Background: an optimization exercise with open tools, aiming at small area. Do not read the settings as production practice.

==> inputs of build 47 <==
==> flow/design.v <==
`timescale 1 ns / 1 ps
module axi_lite_ripple_cnt #(parameter integer W = 14) (
	input  wire         clk,
	input  wire         clr,
	input  wire         inc,
	output reg  [W-1:0] q
);
	wire [W:0] t;
	assign t[0] = inc;
	genvar i;
	generate
		for (i = 0; i < W; i = i + 1) begin : bit_
			assign t[i+1] = t[i] & q[i];
			always @(posedge clk)
				q[i] <= ~clr & (q[i] ^ t[i]);
		end
	endgenerate
endmodule
module axi_lite_wrapper_master_lite_v1_0_M00_AXI (
	input  wire          INIT_AXI_READ,
	input  wire          INIT_AXI_WRITE,
	input  wire          INIT_AXI_TXN,
	output reg           ERROR,
	output wire          TXN_DONE,
	input  wire          M_AXI_ACLK,
	input  wire          M_AXI_ARESETN,
	output wire [15 : 2] M_AXI_AWADDR,
	output reg           M_AXI_AWVALID,
	input  wire          M_AXI_AWREADY,
	output wire [31 : 0] M_AXI_WDATA,
	output reg           M_AXI_WVALID,
	input  wire          M_AXI_WREADY,
	input  wire [1 : 0]  M_AXI_BRESP,
	input  wire          M_AXI_BVALID,
	output reg           M_AXI_BREADY,
	output wire [15 : 2] M_AXI_ARADDR,
	output reg           M_AXI_ARVALID,
	input  wire          M_AXI_ARREADY,
	input  wire [1 : 0]  M_AXI_RRESP,
	input  wire          M_AXI_RVALID,
	output reg           M_AXI_RREADY
);
	reg         init_txn_ff, init_txn_ff2;
	reg         init_read_ff, init_read_ff2;
	reg         init_write_ff, init_write_ff2;
	reg  [1:0]  mst_exec_state;    
	reg         writes_done, reads_done, error_reg;
	wire [9:0]  write_index, read_index;
	wire rst   = !M_AXI_ARESETN;
	wire txn_p = init_txn_ff & !init_txn_ff2;
	wire rd_p  = init_read_ff & !init_read_ff2;
	wire wr_p  = init_write_ff & !init_write_ff2;
	wire clr   = rst | txn_p;
	wire mst_wr = !mst_exec_state[1] & mst_exec_state[0];
	wire mst_rd = mst_exec_state[1] & !mst_exec_state[0];
	wire last_w  = &write_index;
	wire w_done  = M_AXI_WVALID & M_AXI_WREADY & (M_AXI_AWREADY | !M_AXI_AWVALID);
	wire b_hs    = M_AXI_BREADY & M_AXI_BVALID;
	wire r_hs    = M_AXI_RREADY & M_AXI_RVALID;
	axi_lite_ripple_cnt #(14) awaddr_cnt (
		.clk(M_AXI_ACLK), .clr(clr), .inc(M_AXI_AWVALID & M_AXI_AWREADY), .q(M_AXI_AWADDR));
	axi_lite_ripple_cnt #(14) araddr_cnt (
		.clk(M_AXI_ACLK), .clr(clr), .inc(M_AXI_ARVALID & M_AXI_ARREADY), .q(M_AXI_ARADDR));
	axi_lite_ripple_cnt #(10) windex_cnt (
		.clk(M_AXI_ACLK), .clr(clr), .inc(w_done), .q(write_index));
	axi_lite_ripple_cnt #(10) rindex_cnt (
		.clk(M_AXI_ACLK), .clr(clr | (r_hs & !mst_rd)), .inc(r_hs), .q(read_index));
	assign M_AXI_WDATA  = {22'h2A8000, write_index};
	assign TXN_DONE     = writes_done | reads_done;
	always @(posedge M_AXI_ACLK) begin
		if (rst) begin
			init_txn_ff <= 1'b0; init_txn_ff2 <= 1'b0;
			init_read_ff <= 1'b0; init_read_ff2 <= 1'b0;
			init_write_ff <= 1'b0; init_write_ff2 <= 1'b0;
		end else begin
			init_txn_ff <= INIT_AXI_TXN; init_txn_ff2 <= init_txn_ff;
			init_read_ff <= INIT_AXI_READ; init_read_ff2 <= init_read_ff;
			init_write_ff <= INIT_AXI_WRITE; init_write_ff2 <= init_write_ff;
		end
	end
	always @(posedge M_AXI_ACLK) begin
		if (clr) begin
			M_AXI_AWVALID <= 1'b0;
			M_AXI_WVALID  <= 1'b0;
			M_AXI_BREADY  <= 1'b0;
		end else begin
			if (!M_AXI_WVALID) begin
				if (mst_wr) begin
					M_AXI_AWVALID <= 1'b1;
					M_AXI_WVALID  <= 1'b1;
				end else if (b_hs)
					M_AXI_BREADY <= 1'b0;
			end else if (M_AXI_AWVALID & !M_AXI_AWREADY) begin
				if (b_hs)
					M_AXI_BREADY <= 1'b0;
			end else if (M_AXI_AWVALID) begin
				M_AXI_AWVALID <= M_AXI_WREADY & !last_w;
				M_AXI_WVALID  <= !(M_AXI_WREADY & last_w);
				M_AXI_BREADY  <= M_AXI_WREADY;
			end else if (M_AXI_WREADY) begin
				M_AXI_AWVALID <= !last_w;
				M_AXI_WVALID  <= !last_w;
				M_AXI_BREADY  <= 1'b1;
			end
		end
	end
	always @(posedge M_AXI_ACLK) begin
		if (clr) begin
			M_AXI_ARVALID <= 1'b0;
			M_AXI_RREADY  <= 1'b0;
		end else begin
			if (M_AXI_ARVALID) begin
				if (M_AXI_ARREADY) begin
					M_AXI_ARVALID <= 1'b0;
					M_AXI_RREADY  <= 1'b1;
				end
			end else if (M_AXI_RREADY) begin
				if (M_AXI_RVALID) begin
					M_AXI_RREADY  <= 1'b0;
					M_AXI_ARVALID <= mst_rd;
				end
			end else if (mst_rd)
				M_AXI_ARVALID <= 1'b1;
		end
	end
	always @(posedge M_AXI_ACLK) begin
		if (rst) begin
			mst_exec_state <= 2'b00;
			ERROR <= 1'b0;
		end else begin
			case (mst_exec_state)
				2'b00:
					if (wr_p) begin
						mst_exec_state <= 2'b01;
						ERROR <= 1'b0;
					end else if (rd_p) begin
						mst_exec_state <= 2'b10;
						ERROR <= 1'b0;
					end
				2'b01:
					if (writes_done) mst_exec_state <= 2'b00;
					else ERROR <= error_reg;
				2'b10:
					if (reads_done) mst_exec_state <= 2'b00;
					else ERROR <= error_reg;
				default:
					mst_exec_state <= 2'b00;
			endcase
		end
	end
	always @(posedge M_AXI_ACLK) begin
		if (clr) begin
			writes_done <= 1'b0;
			reads_done  <= 1'b0;
			error_reg   <= 1'b0;
		end else begin
			if (last_w & b_hs)
				writes_done <= 1'b1;
			if ((&read_index) & r_hs)
				reads_done <= 1'b1;
			if ((b_hs & M_AXI_BRESP[1]) | (r_hs & M_AXI_RRESP[1]))
				error_reg <= 1'b1;
		end
	end
endmodule
`timescale 1 ns / 1 ps
module axi_lite_wrapper (
	input  wire          m00_axi_read,
	input  wire          m00_axi_write,
	input  wire          m00_axi_init_axi_txn,
	output wire          m00_axi_error,
	output wire          m00_axi_txn_done,
	input  wire          m00_axi_aclk,
	input  wire          m00_axi_aresetn,
	output wire [15 : 2] m00_axi_awaddr,
	output wire          m00_axi_awvalid,
	input  wire          m00_axi_awready,
	output wire [31 : 0] m00_axi_wdata,
	output wire          m00_axi_wvalid,
	input  wire          m00_axi_wready,
	input  wire [1 : 0]  m00_axi_bresp,
	input  wire          m00_axi_bvalid,
	output wire          m00_axi_bready,
	output wire [15 : 2] m00_axi_araddr,
	output wire          m00_axi_arvalid,
	input  wire          m00_axi_arready,
	input  wire [31 : 0] m00_axi_rdata,
	input  wire [1 : 0]  m00_axi_rresp,
	input  wire          m00_axi_rvalid,
	output wire          m00_axi_rready
);
	axi_lite_wrapper_master_lite_v1_0_M00_AXI core (
		.INIT_AXI_READ(m00_axi_read),
		.INIT_AXI_WRITE(m00_axi_write),
		.INIT_AXI_TXN(m00_axi_init_axi_txn),
		.ERROR(m00_axi_error),
		.TXN_DONE(m00_axi_txn_done),
		.M_AXI_ACLK(m00_axi_aclk),
		.M_AXI_ARESETN(m00_axi_aresetn),
		.M_AXI_AWADDR(m00_axi_awaddr),
		.M_AXI_AWVALID(m00_axi_awvalid),
		.M_AXI_AWREADY(m00_axi_awready),
		.M_AXI_WDATA(m00_axi_wdata),
		.M_AXI_WVALID(m00_axi_wvalid),
		.M_AXI_WREADY(m00_axi_wready),
		.M_AXI_BRESP(m00_axi_bresp),
		.M_AXI_BVALID(m00_axi_bvalid),
		.M_AXI_BREADY(m00_axi_bready),
		.M_AXI_ARADDR(m00_axi_araddr),
		.M_AXI_ARVALID(m00_axi_arvalid),
		.M_AXI_ARREADY(m00_axi_arready),
		.M_AXI_RRESP(m00_axi_rresp),
		.M_AXI_RVALID(m00_axi_rvalid),
		.M_AXI_RREADY(m00_axi_rready)
	);
endmodule
==> flow/flow/run.sh <==
#!/bin/bash
set -euo pipefail
bash standard.sh \
  "BUFFER_PORTS_ARGS=-buffer_cell sky130_fd_sc_hd__buf_1" \
  "CTS_ARGS=-sink_clustering_enable -sink_clustering_size 40 -sink_clustering_max_diameter 200 -repair_clock_nets -dont_use_dummy_load -buf_list {sky130_fd_sc_hd__clkbuf_4 sky130_fd_sc_hd__clkbuf_8}" \
  finish > standard.log 2>&1
==> flow/standard.sh <==
#!/bin/bash
# synth_recipe.tcl (not shown) runs the flow's synth.tcl, then flattens the netlist and writes it again
# the make line also repeats each setting of config.mk as NAME=value (left out here)
make -C /OpenROAD-flow-scripts/flow DESIGN_CONFIG=/design/flow/config.mk WORK_HOME=/design/flow/orfs CLKGATE_MAP_FILE= SYNTH_SCRIPT=/design/flow/synth_recipe.tcl "${@:-finish}"
==> flow/config.mk <==
export PLATFORM = sky130hd
export DESIGN_NAME = axi_lite_wrapper
export DESIGN_NICKNAME = axi_lite_wrapper
export VERILOG_FILES = /design/flow/design.v
export SDC_FILE = /design/flow/constraint.sdc
export NUM_CORES = 4
export LEC_CHECK = 0
export CAP_MARGIN = 20
export CORE_MARGIN = 2
export CORE_UTILIZATION = 40
export SLEW_MARGIN = 20
==> flow/constraint.sdc <==
create_clock -name core_clock -period 5.0 [get_ports {m00_axi_aclk}]
set_input_delay 1.0000 -clock core_clock [delete_from_list [all_inputs] [get_ports {m00_axi_aclk}]]
set_output_delay 1.0000 -clock core_clock [all_outputs]
set_load 0.01 [all_outputs]
==> trial 46 (differences from build 47) <==
==> flow/flow/run.sh (replaced) <==
#!/bin/bash
set -euo pipefail
bash standard.sh \
  "BUFFER_PORTS_ARGS=-buffer_cell sky130_fd_sc_hd__buf_1" \
  "CTS_ARGS=-repair_clock_nets -dont_use_dummy_load -buf_list {sky130_fd_sc_hd__clkbuf_16}" \
  finish > standard.log 2>&1
==> impl_metrics.ini <==
[status]
outcome = complete, no violations

[grt]
grt_pass1_wl_mm = 8.121
grt_pass1_vias = 1783

[power_and_ir_drop]
p_seq_share_pct = 54.6
p_leak_nw = 1.676

[cells_and_area]
sh_seq_area_pct = 40.03
area.growth.synth_to_final_pct = 11.55
n_fill_cell = 727
multi_input_area_share_pct = 44.73

[clock_tree]
clk_latency_ns = 0.34

[route]
vias_per_cell = 4.591
the above is filed under build 47

==> impl_metrics.ini <==
[cells_and_area]
multi_input_area_share_pct = 43.37
drive_gt1_share_pct = 5.521
design.seq.count = 65
area.growth.synth_to_final_pct = 15.03
n_fill_cell = 721
sh_seq_area_pct = 38.82

[setup_path]
critical_path_depth = 16
cp_num_buf_inv = 1

[synthesis]
synth-simple-area-share_pct = 19.84

[grt]
grt_pass1_vias = 1775
grt_pass1_wl_mm = 8.093

[clock_tree]
clk_latency_ns = 0.33

[status]
outcome = complete, no violations

[power_and_ir_drop]
p_seq_share_pct = 46.6
p_leak_nw = 1.722
the above is filed under trial 46

No functional check of the RTL was part of any run of this note.

[static timing again, ports no longer ideal]
The results above use ideal ports. As a check the final layouts listed here were re-extracted and re-timed, cells and wires unchanged.
Step 1 sets driving cells, clkbuf_16 on the clock port and buf_2 on the other inputs (assumed; they add their load-dependent delay and slew).
Step 2, shift: input delay + t, output delay - t, t = (earliest + latest rising clock arrival at the registers) / 2. This alone moves slack from input paths to output paths.
Slacks: ideal ports / drivers / drivers and shift; pairs: ideal ports / drivers.
run | t (ns) | setup WS [ns] | clock arrival spread, ns | slew at the worst register clock pin (ns)
build 47 | 0.358 | 1.346 / 1.354 / 0.996 | 0.020 / 0.020 | 0.07 / 0.07
trial 46 | 0.350 | 1.348 / 1.361 / 1.011 | 0.014 / 0.014 | 0.05 / 0.05
After both steps every run listed still meets setup and hold. For build 47, which loses most, drivers alone change the setup slack by +0.008 ns; drivers and shift together by -0.350 ns.
